Background: an optimization exercise with open tools, aiming at small area and a short achievable clock period. Do not read the settings as production practice. Where RTL was checked, it was by simulation tests only, not by an equivalence proof against the original.

Design MAC, start of the top module:
module MAC(clk, reset, X, Y, reg_Pro);
  input clk, reset;
  input [7:0] X;
  input [7:0] Y;
  output reg [15:0] reg_Pro;
  wire p00_d = ~(X[0] & Y[0]);
  wire p01_d = ~(X[0] & Y[1]);
  wire p02_d = ~(X[0] & Y[2]);
  wire p03_d = ~(X[0] & Y[3]);
  wire p04_d = ~(X[0] & Y[4]);
  wire p05_d = ~(X[0] & Y[5]);
  wire p06_d = ~(X[0] & Y[6]);
  wire p07_d = ~(X[0] & Y[7]);
  wire p10_d = ~(X[1] & Y[0]);
  wire p11_d = ~(X[1] & Y[1]);
  wire p12_d = ~(X[1] & Y[2]);
  wire p13_d = ~(X[1] & Y[3]);
  wire p14_d = ~(X[1] & Y[4]);
  wire p15_d = ~(X[1] & Y[5]);
  wire p16_d = ~(X[1] & Y[6]);
  wire p17_d = ~(X[1] & Y[7]);
  wire p20_d = ~(X[2] & Y[0]);
  wire p21_d = ~(X[2] & Y[1]);
  wire p22_d = ~(X[2] & Y[2]);
  wire p23_d = ~(X[2] & Y[3]);
  wire p24_d = ~(X[2] & Y[4]);
  wire p25_d = ~(X[2] & Y[5]);
  wire p26_d = ~(X[2] & Y[6]);
  wire p27_d = ~(X[2] & Y[7]);
  wire p30_d = ~(X[3] & Y[0]);
  wire p31_d = ~(X[3] & Y[1]);
  wire p32_d = ~(X[3] & Y[2]);
  wire p33_d = ~(X[3] & Y[3]);
  wire p34_d = ~(X[3] & Y[4]);
  wire p35_d = ~(X[3] & Y[5]);
  wire p36_d = ~(X[3] & Y[6]);
  wire p37_d = ~(X[3] & Y[7]);
  wire p40_d = ~(X[4] & Y[0]);
  wire p41_d = ~(X[4] & Y[1]);
  wire p42_d = ~(X[4] & Y[2]);
  wire p43_d = ~(X[4] & Y[3]);
  wire p44_d = ~(X[4] & Y[4]);
  wire p45_d = ~(X[4] & Y[5]);
  wire p46_d = ~(X[4] & Y[6]);
  wire p47_d = ~(X[4] & Y[7]);
  wire p50_d = ~(X[5] & Y[0]);
  wire p51_d = ~(X[5] & Y[1]);
  wire p52_d = ~(X[5] & Y[2]);
  wire p53_d = ~(X[5] & Y[3]);
  wire p54_d = ~(X[5] & Y[4]);
  wire p55_d = ~(X[5] & Y[5]);
  wire p56_d = ~(X[5] & Y[6]);
  wire p57_d = ~(X[5] & Y[7]);
  wire p60_d = ~(X[6] & Y[0]);
  wire p61_d = ~(X[6] & Y[1]);
  wire p62_d = ~(X[6] & Y[2]);
  wire p63_d = ~(X[6] & Y[3]);
  wire p64_d = ~(X[6] & Y[4]);
  wire p65_d = ~(X[6] & Y[5]);
  wire p66_d = ~(X[6] & Y[6]);
  wire p67_d = ~(X[6] & Y[7]);
  wire p70_d = ~(X[7] & Y[0]);
  wire p71_d = ~(X[7] & Y[1]);
  wire p72_d = ~(X[7] & Y[2]);
  wire p73_d = ~(X[7] & Y[3]);
  ...
For scale: roughly 370 cells after synthesis, about 34 I/O pins.
export LEC_CHECK = 0
export CAP_MARGIN = 20
export CORE_MARGIN = 2
export CORE_UTILIZATION = 40
export SETUP_SLACK_MARGIN = 2.85
export SLEW_MARGIN = 20
export SYNTH_HIERARCHICAL = 1
export SYNTH_MINIMUM_KEEP_SIZE = 0
create_clock -name core_clock -period 5.5 [get_ports {clk}]
standard.sh (not shown) runs the stock make flow with config.mk's settings and CLKGATE_MAP_FILE= SYNTH_SCRIPT=/design/flow/synth_recipe.tcl, a recipe that flattens the netlist after the stock synthesis.
==> flow/flow/run.sh <==
#!/bin/bash
# The standard layout (standard.sh) with two changes:
#  - the port buffers that placement inserts start as the smallest buffer;
#  - after the standard synthesis, combinational cells that abc sized up are set back to
#    drive strength 1 (same function and pins), before floorplan; the flow's repair steps
#    size up again the ones that need it. Registers are not touched.
set -euo pipefail
RES=$PWD/orfs/results/$FLOW_PLATFORM/MAC/base
ARGS=("BUFFER_PORTS_ARGS=-buffer_cell sky130_fd_sc_hd__buf_1")
bash standard.sh "${ARGS[@]}" $RES/1_2_yosys.v > synth.log 2>&1
python3 flow/downsize.py $RES/1_2_yosys.v > downsize.log 2>&1
bash standard.sh "${ARGS[@]}" finish > layout.log 2>&1
==> flow/flow/downsize.py <==
# Set abc-upsized combinational cells of the synthesized netlist back to drive strength 1.
import re,sys,collections
path=sys.argv[1]
lib=open('/OpenROAD-flow-scripts/flow/platforms/sky130hd/lib/sky130_fd_sc_hd__tt_025C_1v80.lib').read()
cells=set(re.findall(r'cell \("(sky130_fd_sc_hd__\w+)"\)',lib))
KEEP=('df','dl','sdf','edf','conb','clk','tap','fill','decap','diode','buf','inv','lpflow','probe','ebuf','einv','mux2i')
v=open(path).read()
cnt=collections.Counter()
def sub(m):
    name,base,size=m.group(0),m.group(1),m.group(2)
    short=base.replace('sky130_fd_sc_hd__','')
    if size=='1' or any(short.startswith(k) for k in KEEP): return name
    new='%s_1'%base
    if new not in cells: return name
    cnt[name+' -> '+new]+=1
    return new
v2=re.sub(r'\b(sky130_fd_sc_hd__[a-z0-9]+)_(\d+)\b(?=\s+\S+\s*\()',sub,v)
open(path,'w').write(v2)
for k,n in sorted(cnt.items()): print(n,k)
Change:
--- a/flow/design.v
+++ b/flow/design.v
@@ -20,18 +20,28 @@
 assign  carry = (a&b) | (b&cin) | (cin&a);
 endmodule
 module fullAdderF (input a ,b ,cin ,
 output sum ,carry );
 wire t;
 g_xor2 x0 (a, b, t);
 g_xor2 x1 (t, cin, sum);
 g_maj3 m0 (a, b, cin, carry);
 endmodule
+module fullAdderFN (input a ,b ,cin ,
+output sum ,carry );
+wire t, n0, n1, n2;
+g_xor2 x0 (a, b, t);
+g_xor2 x1 (t, cin, sum);
+g_nand2 m0 (a, b, n0);
+g_nand2 m1 (b, cin, n1);
+g_nand2 m2 (a, cin, n2);
+g_nand3 m3 (n0, n1, n2, carry);
+endmodule
 module adder4( a ,b ,cin, sum ,carry );
 output [3:0] sum ;
 output carry ;
 input [3:0] a ;
 input [3:0] b ;
 input cin;
 wire [2:0]s;
 fullAdder u0 (a[0],b[0],1'b0,sum[0],s[0]);
 fullAdder u1 (a[1],b[1],s[0],sum[1],s[1]);
@@ -349,35 +359,35 @@
   wire s30_d, c30_d;
   fullAdder h30(p66_d, p75_d, c20_d, s30_d, c30_d);
   wire s31_d, c31_d;
   halfAdderN u_s31(p11_d, p20_d, s31_d, c31_d);
   wire s32_d, c32_d;
   fullAdder h32(p03_d, p12_d, s21_d, s32_d, c32_d);
   wire s33_d, c33_d;
   fullAdder h33(p04_d, c21_d, s22_d, s33_d, c33_d);
   wire s34_d, c34_d;
-  fullAdderF h34(p05_d, c22_d, s23_d, s34_d, c34_d);
+  fullAdderFN h34(p05_d, c22_d, s23_d, s34_d, c34_d);
   wire s35_d, c35_d;
-  fullAdderF h35(s10_d, c23_d, s24_d, s35_d, c35_d);
+  fullAdderFN h35(s10_d, c23_d, s24_d, s35_d, c35_d);
   wire s36_d, c36_d;
-  fullAdderF h36(s12_d, c24_d, s25_d, s36_d, c36_d);
+  fullAdderFN h36(s12_d, c24_d, s25_d, s36_d, c36_d);
   wire s37_d, c37_d;
-  fullAdderF h37(s14_d, c25_d, s26_d, s37_d, c37_d);
+  fullAdderFN h37(s14_d, c25_d, s26_d, s37_d, c37_d);
   wire s38_d, c38_d;
-  fullAdderF h38(s16_d, c26_d, s27_d, s38_d, c38_d);
+  fullAdderFN h38(s16_d, c26_d, s27_d, s38_d, c38_d);
   wire s39_d, c39_d;
-  fullAdderF h40(s18_d, c27_d, s28_d, s39_d, c39_d);
+  fullAdderFN h40(s18_d, c27_d, s28_d, s39_d, c39_d);
   wire s40_d, c40_d;
-  fullAdderF h41(s20_d, s29_d, c28_d, s40_d, c40_d);
+  fullAdderFN h41(s20_d, s29_d, c28_d, s40_d, c40_d);
   wire s41_d, c41_d;
-  fullAdderF h42(p57_d, s30_d, c29_d, s41_d, c41_d);
+  fullAdderFN h42(p57_d, s30_d, c29_d, s41_d, c41_d);
   wire s42_d, c42_d;
-  fullAdderF h43(p67_d, p76_d, c30_d, s42_d, c42_d);
+  fullAdderFN h43(p67_d, p76_d, c30_d, s42_d, c42_d);
   wire [3:0] a0_d = {~s32_d,~p02_d,~p01_d,~p00_d} + {~c31_d,~s31_d,~p10_d,1'b0};
   reg c32_q, s33_q, c33_q, s34_q, c34_q, s35_q, c35_q, s36_q, c36_q, s37_q, c37_q, s38_q, c38_q, s39_q, c39_q, s40_q, c40_q, s41_q, c41_q, s42_q, c42_q, p77_q;
   reg [3:0] a0_q;
   always @(posedge clk) begin
     c32_q <= c32_d;
     s33_q <= s33_d;
     c33_q <= c33_d;
     s34_q <= s34_d;
     c34_q <= c34_d;
@@ -690,9 +700,21 @@
 module g_o21ai (input a1, a2, b1, output y);
   assign y = ~((a1 | a2) & b1);
 endmodule
 module g_or2 (input a, b, output y);
   assign y = a | b;
 endmodule
 module g_maj3 (input a, b, c, output y);
   assign y = (a & b) | (b & c) | (c & a);
 endmodule
+module g_a21boi (input a1, a2, b1n, output y);
+  assign y = ~((a1 & a2) | ~b1n);
+endmodule
+module g_o21bai (input a1, a2, b1n, output y);
+  assign y = ~((a1 | a2) & ~b1n);
+endmodule
+module g_nor2b (input a, bn, output y);
+  assign y = ~(a | ~bn);
+endmodule
+module g_nand3 (input a, b, c, output y);
+  assign y = ~(a & b & c);
+endmodule
What happened: Via count increases by about 6%; cell count increases by 5.6%; sequential share of layout area decreases by 0.28 points; wire length increases by about 4.6%; global-route usage increases by 0.97 points; critical path depth does not change; hold slack gets worse by 0.0096 ns; fmax decreases by about 1%.
Function not checked in the second run of this note: the RTL went through the layout flow alone.

re-timing with driven ports:
In the flow no input, the clock included, has a driving cell. The finished layouts below were timed again as built, in two steps.
Step 1 sets driving cells, clkbuf_16 on the clock port and buf_2 on the other inputs (assumed; they add their load-dependent delay and slew).
Step 2 also shifts input and output timing later by t, the mid clock arrival at the registers, as if the neighbouring blocks saw the same clock.
Slacks: no drivers / after step 1 / after step 2; pairs: no drivers / after step 1.
run | t, ns | slack for setup (ns) | worst setup path at the end | slew at the worst register clock pin (ns)
the first run | 0.314 | 2.954 / 2.962 / 2.648 | input to register | 0.08 / 0.08
the second run | 0.312 | 2.928 / 2.933 / 2.621 | input to register | 0.08 / 0.08
After both steps every run listed still meets setup and hold. The setup slack of the second run, which loses most, moves by +0.005 ns with the drivers and by -0.307 ns with both steps.
